Background: an optimization exercise with open tools, aiming at small area and a short achievable clock period. Do not read the settings as production practice. At most, simulation tests tie the RTL to the original design; equivalence was not proved. Power figures rest on the tool's default switching activity, not on a simulated workload.

## lane 1
Design CAM, start of the top module:
module CAM #(parameter SIZE=32)(
	input 							clock, reset,
	input 							enable,
	input 							command,
	input[31:0]						data,
	input[$clog2(SIZE)-1:0]			write_idx,
	output reg[$clog2(SIZE)-1:0]	read_idx,
	output reg						hit
);
==> module CAM, before the edit <==
module CAM #(parameter SIZE=32)(
	input 							clock, reset,
	input 							enable,
	input 							command,
	input[31:0]						data,
	input[$clog2(SIZE)-1:0]			write_idx,
	output reg[$clog2(SIZE)-1:0]	read_idx,
	output reg						hit
);
	localparam IW = $clog2(SIZE);
	wire wr = enable & command;
	wire rd = enable & ~command;
	reg [SIZE-1:0] valid;
	reg [SIZE-1:0] found;
	genvar i;
	generate for (i = 0; i < SIZE; i = i + 1) begin : e
		reg [31:0] word;
		always @(posedge clock)
			if (!reset && wr && write_idx == i)
				word <= data;
		always @(posedge clock)
			found[i] <= !reset && rd && valid[i] && (word == data);
	end endgenerate
	always @(posedge clock)
		if (reset)
			valid <= 0;
		else if (wr)
			valid[write_idx] <= 1'b1;
	integer k;
	always @* begin
		hit = |found;
		read_idx = 0;
		for (k = SIZE - 1; k >= 0; k = k - 1)
			if (found[k]) read_idx = k;
	end
endmodule
==> flow/config.mk <==
export PLATFORM = sky130hd
export DESIGN_NAME = CAM
export DESIGN_NICKNAME = CAM
export VERILOG_FILES = /design/flow/design.v
export SDC_FILE = /design/flow/constraint.sdc
export NUM_CORES = 4
export LEC_CHECK = 0
export CAP_MARGIN = 20
export CORE_MARGIN = 2
export CORE_UTILIZATION = 40
export SLEW_MARGIN = 20
==> flow/constraint.sdc <==
create_clock -name core_clock -period 4.5 [get_ports {clock}]
set_input_delay 0.9000 -clock core_clock [delete_from_list [all_inputs] [get_ports {clock}]]
set_output_delay 0.9000 -clock core_clock [all_outputs]
set_load 0.01 [all_outputs]
run.sh (not shown) runs the stock make flow with config.mk's settings and CLKGATE_MAP_FILE= SYNTH_SCRIPT=/design/flow/synth_recipe.tcl, a recipe that flattens the netlist after the stock synthesis.
Input changes introduced in lane 2 (baseline for comparison: lane 1):
==> flow/design.v <==
`timescale 1ns/1ns
module CAM #(parameter SIZE=32)(
	input 							clock, reset,
	input 							enable,
	input 							command,
	input[31:0]						data,
	input[$clog2(SIZE)-1:0]			write_idx,
	output reg[$clog2(SIZE)-1:0]	read_idx,
	output reg						hit
);
	localparam IW = $clog2(SIZE);
	wire wr = enable & command;
	wire rd = enable & ~command;
	reg [SIZE-1:0] valid;
	wire [SIZE-1:0] match;
	genvar i;
	generate for (i = 0; i < SIZE; i = i + 1) begin : e
		reg [31:0] word;
		always @(posedge clock)
			if (!reset && wr && write_idx == i)
				word <= data;
		assign match[i] = valid[i] && (word == data);
	end endgenerate
	always @(posedge clock)
		if (reset)
			valid <= 0;
		else if (wr)
			valid[write_idx] <= 1'b1;
	reg [IW-1:0] idx;
	integer k;
	always @* begin
		idx = 0;
		for (k = SIZE - 1; k >= 0; k = k - 1)
			if (match[k]) idx = k;
	end
	always @(posedge clock)
		if (reset || !rd) begin
			hit <= 1'b0;
			read_idx <= 0;
		end else begin
			hit <= |match;
			read_idx <= idx;
		end
endmodule
### Flow results
Of lane 2 and lane 1, the run reporting the lower sequential standard cell area was lane 2. Minimum clock period improves in lane 2 relative to lane 1. The run showing the smaller post-synthesis sequential element count is lane 2. The lower part of the total power dissipated in combinational logic of lane 2 and lane 1 is in lane 1. Area after detailed placement: lane 1 vs lane 2, no meaningful difference. Run comparison: lane 1 timing endpoint of the critical path read_idx[0]; lane 2 timing endpoint of the critical path read_idx[2]. Relative to lane 1, final-layout fill cell count increased by about 0.5% in lane 2. Compared with lane 1, lane 2 has extra setup slack. Lane 2 vs lane 1, startpoint of the worst setup timing path: data[14] vs found[28]. Diff lane 2 and lane 1: total of plain and repair buffers excluding clock buffers higher in lane 2.
No functional check of the RTL was part of any run of this note.

========
Setup of build 22:
Another version of the RTL of CAM (not shown whole).
Size: ~3300 cells after synthesis, roughly 47 I/O pins.
==> module CAM, before the edit <==
module CAM #(parameter SIZE=32)(
	input 							clock, reset,
	input 							enable,
	input 							command,
	input[31:0]						data,
	input[$clog2(SIZE)-1:0]			write_idx,
	output reg[$clog2(SIZE)-1:0]	read_idx,
	output reg						hit
);
	localparam IW = $clog2(SIZE);	 
	wire wr = enable & command;
	wire rd = enable & ~command;
	reg [SIZE-1:0] valid;
	wire search = rd && !reset;		 
	wire [SIZE-1:0] z;				 
	wire [3:0] we_lo;
	wire [7:0] we_hi;
	wire [SIZE-1:0] we;
	genvar i;
	generate for (i = 0; i < 4; i = i + 1) begin : pl
		assign we_lo[i] = write_idx[1:0] == i;
	end
	for (i = 0; i < 8; i = i + 1) begin : ph
		assign we_hi[i] = !reset && wr && write_idx[4:2] == i;
	end
	for (i = 0; i < SIZE; i = i + 1) begin : e
		reg [31:0] word;
		CAM_and2 u_we (.a(we_lo[i % 4]), .b(we_hi[i / 4]), .y(we[i]));
		always @(posedge clock)
			if (we[i])
				word <= data;
		CAM_miss u_miss (.word(word), .key(data), .valid(valid[i]), .search(search), .z(z[i]));
	end endgenerate
	wire			any;
	wire [IW-1:0]	first;
	CAM_first u_first (.z(z), .hit(any), .idx(first));
	always @(posedge clock) begin
		hit <= any;
		read_idx <= first;
	end
	always @(posedge clock)
		if (reset)
			valid <= 0;
		else if (wr)
			valid[write_idx] <= 1'b1;
endmodule
==> module CAM_miss, before the edit <==
module CAM_miss(
	input [31:0]	word,
	input [31:0]	key,
	input			valid,
	input			search,
	output			z
);
	wire [31:0]	eq1;	 
	wire [15:0]	ne2;	 
	wire [7:0]	eq4;	 
	wire [3:0]	ne8;	 
	wire [1:0]	eq16;	 
	genvar j;
	generate for (j = 0; j < 32; j = j + 1) begin : b
		CAM_xnor2 u (.a(word[j]), .b(key[j]), .y(eq1[j]));
	end
	for (j = 0; j < 16; j = j + 1) begin : p
		CAM_nand2 u (.a(eq1[2*j]), .b(eq1[2*j+1]), .y(ne2[j]));
	end
	for (j = 0; j < 8; j = j + 1) begin : n
		CAM_nor2 u (.a(ne2[2*j]), .b(ne2[2*j+1]), .y(eq4[j]));
	end
	for (j = 0; j < 4; j = j + 1) begin : y
		CAM_nand2 u (.a(eq4[2*j]), .b(eq4[2*j+1]), .y(ne8[j]));
	end endgenerate
	CAM_nor2 u_h0 (.a(ne8[0]), .b(ne8[1]), .y(eq16[0]));
	CAM_nor2 u_h1 (.a(ne8[2]), .b(ne8[3]), .y(eq16[1]));
	CAM_nand4 u_w (.a(eq16[0]), .b(eq16[1]), .c(valid), .d(search), .y(z));
endmodule
==> module CAM_nand4, before the edit <==
module CAM_nand4(input a, input b, input c, input d, output y);
	assign y = ~(a & b & c & d);
endmodule
make LEC_CHECK=0 CAP_MARGIN=20 CORE_MARGIN=2 CORE_UTILIZATION=40 CTS_BUF_LIST=sky130_fd_sc_hd__clkbuf_8 CTS_CLUSTER_DIAMETER=80 CTS_CLUSTER_SIZE=12 SETUP_SLACK_MARGIN=2.3 SLEW_MARGIN=20 SYNTH_HIERARCHICAL=1 SYNTH_MINIMUM_KEEP_SIZE=0 finish   # period 4.5 ns
Input-level comparison between build 15 and build 22:
==> flow/design.v, changed modules only <==
module CAM #(parameter SIZE=32)(
	input 							clock, reset,
	input 							enable,
	input 							command,
	input[31:0]						data,
	input[$clog2(SIZE)-1:0]			write_idx,
	output reg[$clog2(SIZE)-1:0]	read_idx,
	output reg						hit
);
	localparam IW = $clog2(SIZE);	 
	wire wr = enable & command;
	wire rd = enable & ~command;
	reg [SIZE-1:0] valid;
	wire search = rd && !reset;		 
	wire [SIZE-1:0] z;				 
	wire [3:0] we_lo;
	wire [7:0] we_hi;
	wire [SIZE-1:0] we;
	genvar i;
	generate for (i = 0; i < 4; i = i + 1) begin : pl
		assign we_lo[i] = write_idx[1:0] == i;
	end
	for (i = 0; i < 8; i = i + 1) begin : ph
		assign we_hi[i] = !reset && wr && write_idx[4:2] == i;
	end
	for (i = 0; i < SIZE; i = i + 1) begin : e
		reg [31:0] word;
		CAM_and2 u_we (.a(we_lo[i % 4]), .b(we_hi[i / 4]), .y(we[i]));
		always @(posedge clock)
			if (we[i])
				word <= data;
		wire live;
		CAM_and2 u_live (.a(valid[i]), .b(search), .y(live));
		CAM_miss u_miss (.word(word), .key(data), .valid(live), .z(z[i]));
	end endgenerate
	wire			any;
	wire [IW-1:0]	first;
	CAM_first u_first (.z(z), .hit(any), .idx(first));
	always @(posedge clock) begin
		hit <= any;
		read_idx <= first;
	end
	always @(posedge clock)
		if (reset)
			valid <= 0;
		else if (wr)
			valid[write_idx] <= 1'b1;
endmodule
module CAM_miss(
	input [31:0]	word,
	input [31:0]	key,
	input			valid,
	output			z
);
	wire [31:0]	eq1;	 
	wire [15:0]	ne2;	 
	wire [7:0]	eq4;	 
	wire [3:0]	ne8;	 
	wire [1:0]	eq16;	 
	genvar j;
	generate for (j = 0; j < 32; j = j + 1) begin : b
		CAM_xnor2 u (.a(word[j]), .b(key[j]), .y(eq1[j]));
	end
	for (j = 0; j < 16; j = j + 1) begin : p
		CAM_nand2 u (.a(eq1[2*j]), .b(eq1[2*j+1]), .y(ne2[j]));
	end
	for (j = 0; j < 8; j = j + 1) begin : n
		CAM_nor2 u (.a(ne2[2*j]), .b(ne2[2*j+1]), .y(eq4[j]));
	end
	for (j = 0; j < 4; j = j + 1) begin : y
		CAM_nand2 u (.a(eq4[2*j]), .b(eq4[2*j+1]), .y(ne8[j]));
	end endgenerate
	CAM_nor2 u_h0 (.a(ne8[0]), .b(ne8[1]), .y(eq16[0]));
	CAM_nor2 u_h1 (.a(ne8[2]), .b(ne8[3]), .y(eq16[1]));
	CAM_nand3 u_w (.a(eq16[0]), .b(eq16[1]), .c(valid), .y(z));
endmodule
module CAM_nand3(input a, input b, input c, output y);
	assign y = ~(a & b & c);
endmodule
// module CAM_nand4 removed
==> results.txt <==
Build 22 ended up with input port to register as its worst min-delay path category; build 15 ended up with register to register.
Taking build 22 as the reference, in build 15 horizontal die dimension neither gained nor lost much; number of global-route vias before repair shows an increase of 231; fraction of area in registers increased by 0.48 points relative to the old numbers.
Area occupied by registers essentially unchanged between build 22 and build 15.
Comparing build 15 and build 22, the higher part of the total power dissipated in the clock network is on build 15.
Re post-route clock period utilization: build 15 and build 22 aren't equal, and the lower value belongs to build 15.
Diff build 22 -> build 15: final area lost about 0.8%, global-route wire length before repair picked up an extra 3.9 mm.
Combinational group power, build 15 and build 22: lower on build 15
Leakage dissipation, build 15 and build 22, higher one = build 22.
Compared build 15 vs build 22, and clock buffer count in the final layout is up in build 15.
Function not checked in build 22: the RTL went through the layout flow alone.

========
Another version of the RTL of CAM (not shown whole).
For scale: about 47 I/O pins.
==> module CAM, before the edit <==
module CAM #(parameter SIZE=32)(
	input 							clock, reset,
	input 							enable,
	input 							command,
	input[31:0]						data,
	input[$clog2(SIZE)-1:0]			write_idx,
	output reg[$clog2(SIZE)-1:0]	read_idx,
	output reg						hit
);
	localparam IW = $clog2(SIZE);	 
	wire wr = enable & command;
	wire rd = enable & ~command;
	reg [SIZE-1:0] vacant;			 
	wire [SIZE-1:0] z;				 
	genvar i;
	generate for (i = 0; i < SIZE; i = i + 1) begin : e
		reg [31:0] word;
		always @(posedge clock)
			if (!reset && wr && write_idx == i)
				word <= data;
		CAM_miss u_miss (.word(word), .key(data), .vacant(vacant[i]), .z(z[i]));
	end endgenerate
	wire			any;
	wire [IW-1:0]	first_n;
	CAM_first u_first (.z(z), .hit(any), .idx_n(first_n));
	always @(posedge clock)
		if (reset || !rd) begin
			hit <= 1'b0;
			read_idx <= 0;
		end else begin
			hit <= any;
			read_idx <= ~first_n;
		end
	always @(posedge clock)
		if (reset)
			vacant <= {SIZE{1'b1}};
		else if (wr)
			vacant[write_idx] <= 1'b0;
endmodule
==> module CAM_miss, before the edit <==
module CAM_miss(
	input [31:0]	word,
	input [31:0]	key,
	input			vacant,
	output			z
);
	wire [31:0]	eq1;	 
	wire [15:0]	ne2;	 
	wire [7:0]	eq4;	 
	wire [3:0]	ne8;	 
	wire [1:0]	eq16;	 
	genvar j;
	generate for (j = 0; j < 32; j = j + 1) begin : b
		CAM_xnor2 u (.a(word[j]), .b(key[j]), .y(eq1[j]));
	end
	for (j = 0; j < 16; j = j + 1) begin : p
		CAM_nand2 u (.a(eq1[2*j]), .b(eq1[2*j+1]), .y(ne2[j]));
	end
	for (j = 0; j < 8; j = j + 1) begin : n
		CAM_nor2 u (.a(ne2[2*j]), .b(ne2[2*j+1]), .y(eq4[j]));
	end
	for (j = 0; j < 4; j = j + 1) begin : y
		CAM_nand2 u (.a(eq4[2*j]), .b(eq4[2*j+1]), .y(ne8[j]));
	end endgenerate
	CAM_nor3 u_h0 (.a(ne8[0]), .b(ne8[1]), .c(vacant), .y(eq16[0]));
	CAM_nor2 u_h1 (.a(ne8[2]), .b(ne8[3]), .y(eq16[1]));
	CAM_nand2 u_w (.a(eq16[0]), .b(eq16[1]), .y(z));
endmodule
==> module CAM_nor3, before the edit <==
module CAM_nor3(input a, input b, input c, output y);
	assign y = ~(a | b | c);
endmodule
==> flow/config.mk <==
export PLATFORM = sky130hd
export DESIGN_NAME = CAM
export DESIGN_NICKNAME = CAM
export VERILOG_FILES = /design/flow/design.v
export SDC_FILE = /design/flow/constraint.sdc
export NUM_CORES = 4
export LEC_CHECK = 0
export CAP_MARGIN = 20
export CORE_MARGIN = 2
export CORE_UTILIZATION = 40
export CTS_BUF_LIST = sky130_fd_sc_hd__clkbuf_8 sky130_fd_sc_hd__clkbuf_16
export CTS_CLUSTER_DIAMETER = 80
export CTS_CLUSTER_SIZE = 20
export SETUP_SLACK_MARGIN = 2.3
export SLEW_MARGIN = 20
export SYNTH_HIERARCHICAL = 1
export SYNTH_MINIMUM_KEEP_SIZE = 0
==> flow/constraint.sdc <==
create_clock -name core_clock -period 4.5 [get_ports {clock}]
set_input_delay 0.9000 -clock core_clock [delete_from_list [all_inputs] [get_ports {clock}]]
set_output_delay 0.9000 -clock core_clock [all_outputs]
set_load 0.01 [all_outputs]
==> next run, changes <==
--- a/flow/design.v
+++ b/flow/design.v
@@ -12,13 +12,23 @@
 	wire wr = enable & command;
 	wire rd = enable & ~command;
-	reg [SIZE-1:0] vacant;			 
+	reg [SIZE-1:0] valid;
 	wire [SIZE-1:0] z;				 
+	wire [3:0] we_lo;
+	wire [7:0] we_hi;
+	wire [SIZE-1:0] we;
 	genvar i;
-	generate for (i = 0; i < SIZE; i = i + 1) begin : e
+	generate for (i = 0; i < 4; i = i + 1) begin : pl
+		assign we_lo[i] = write_idx[1:0] == i;
+	end
+	for (i = 0; i < 8; i = i + 1) begin : ph
+		assign we_hi[i] = !reset && wr && write_idx[4:2] == i;
+	end
+	for (i = 0; i < SIZE; i = i + 1) begin : e
 		reg [31:0] word;
+		CAM_and2 u_we (.a(we_lo[i % 4]), .b(we_hi[i / 4]), .y(we[i]));
 		always @(posedge clock)
-			if (!reset && wr && write_idx == i)
+			if (we[i])
 				word <= data;
-		CAM_miss u_miss (.word(word), .key(data), .vacant(vacant[i]), .z(z[i]));
+		CAM_miss u_miss (.word(word), .key(data), .valid(valid[i]), .z(z[i]));
 	end endgenerate
 	wire			any;
@@ -35,12 +45,12 @@
 	always @(posedge clock)
 		if (reset)
-			vacant <= {SIZE{1'b1}};
+			valid <= 0;
 		else if (wr)
-			vacant[write_idx] <= 1'b0;
+			valid[write_idx] <= 1'b1;
 endmodule
 module CAM_miss(
 	input [31:0]	word,
 	input [31:0]	key,
-	input			vacant,
+	input			valid,
 	output			z
 );
@@ -63,7 +73,7 @@
 		CAM_nand2 u (.a(eq4[2*j]), .b(eq4[2*j+1]), .y(ne8[j]));
 	end endgenerate
-	CAM_nor3 u_h0 (.a(ne8[0]), .b(ne8[1]), .c(vacant), .y(eq16[0]));
+	CAM_nor2 u_h0 (.a(ne8[0]), .b(ne8[1]), .y(eq16[0]));
 	CAM_nor2 u_h1 (.a(ne8[2]), .b(ne8[3]), .y(eq16[1]));
-	CAM_nand2 u_w (.a(eq16[0]), .b(eq16[1]), .y(z));
+	CAM_nand3 u_w (.a(eq16[0]), .b(eq16[1]), .c(valid), .y(z));
 endmodule
 module CAM_first(
@@ -109,6 +119,9 @@
 	assign y = ~(a ^ b);
 endmodule
-module CAM_nor3(input a, input b, input c, output y);
-	assign y = ~(a | b | c);
+module CAM_nand3(input a, input b, input c, output y);
+	assign y = ~(a & b & c);
+endmodule
+module CAM_and2(input a, input b, output y);
+	assign y = a & b;
 endmodule
 module CAM_nor2(input a, input b, output y);
After rerunning: Synthesized cell count rose by 0.60%; flip-flop and latch count does not change; power fell by 0.49%; count of clock-buffer cells in the layout fell by 3; global-route usage rose by 1.0 points; synthesized area fell by 0.34%; utilization fell by 0.18 points; routed wire length rose by 3.5%; combinational power fell by about 2%; setup slack is better by 0.034 ns; via count rose by 1.3%.
Only the layout flow was run in the second run of this note; the RTL was not checked for function there.

==> static timing again, ports no longer ideal <==
In the flow no input, the clock included, has a driving cell. The finished layouts below were timed again as built, in two steps.
Step 1: set_driving_cell puts a clkbuf_16 on clock and a buf_2 on each other input, an assumption about the parent block.
Step 2 times the ports against the registers' clock, not the clock port: input delays grow and output delays shrink by t, the midpoint of the rising clock arrivals with the driver on.
Three values: no drivers, after step 1, after step 2; two values: the first two.
| run | shift t [ns] | slack for setup (ns) | worst setup path after step 2 | latest minus earliest clock arrival (ns) | slew at the worst register clock pin (ns) |
|---|---|---|---|---|---|
| lane 1 | 0.740 | 0.403 / 0.336 / 0.565 | input to register | 0.028 / 0.029 | 0.07 / 0.07 |
| lane 2 | 0.748 | 1.073 / 1.113 / 0.365 | input to register | 0.045 / 0.045 | 0.07 / 0.07 |
| build 22 | 0.804 | 2.280 / 2.211 / 1.406 | input to register | 0.051 / 0.051 | 0.09 / 0.09 |
| build 15 | 0.812 | 2.305 / 2.242 / 1.431 | input to register | 0.040 / 0.040 | 0.09 / 0.09 |
| the first run of note 3 | 0.746 | 2.181 / 2.182 / 1.436 | input to register | 0.030 / 0.030 | 0.09 / 0.09 |
| the second run of note 3 | 0.735 | 2.215 / 2.095 / 1.360 | input to register | 0.028 / 0.028 | 0.09 / 0.09 |
After both steps every run listed still meets setup and hold.
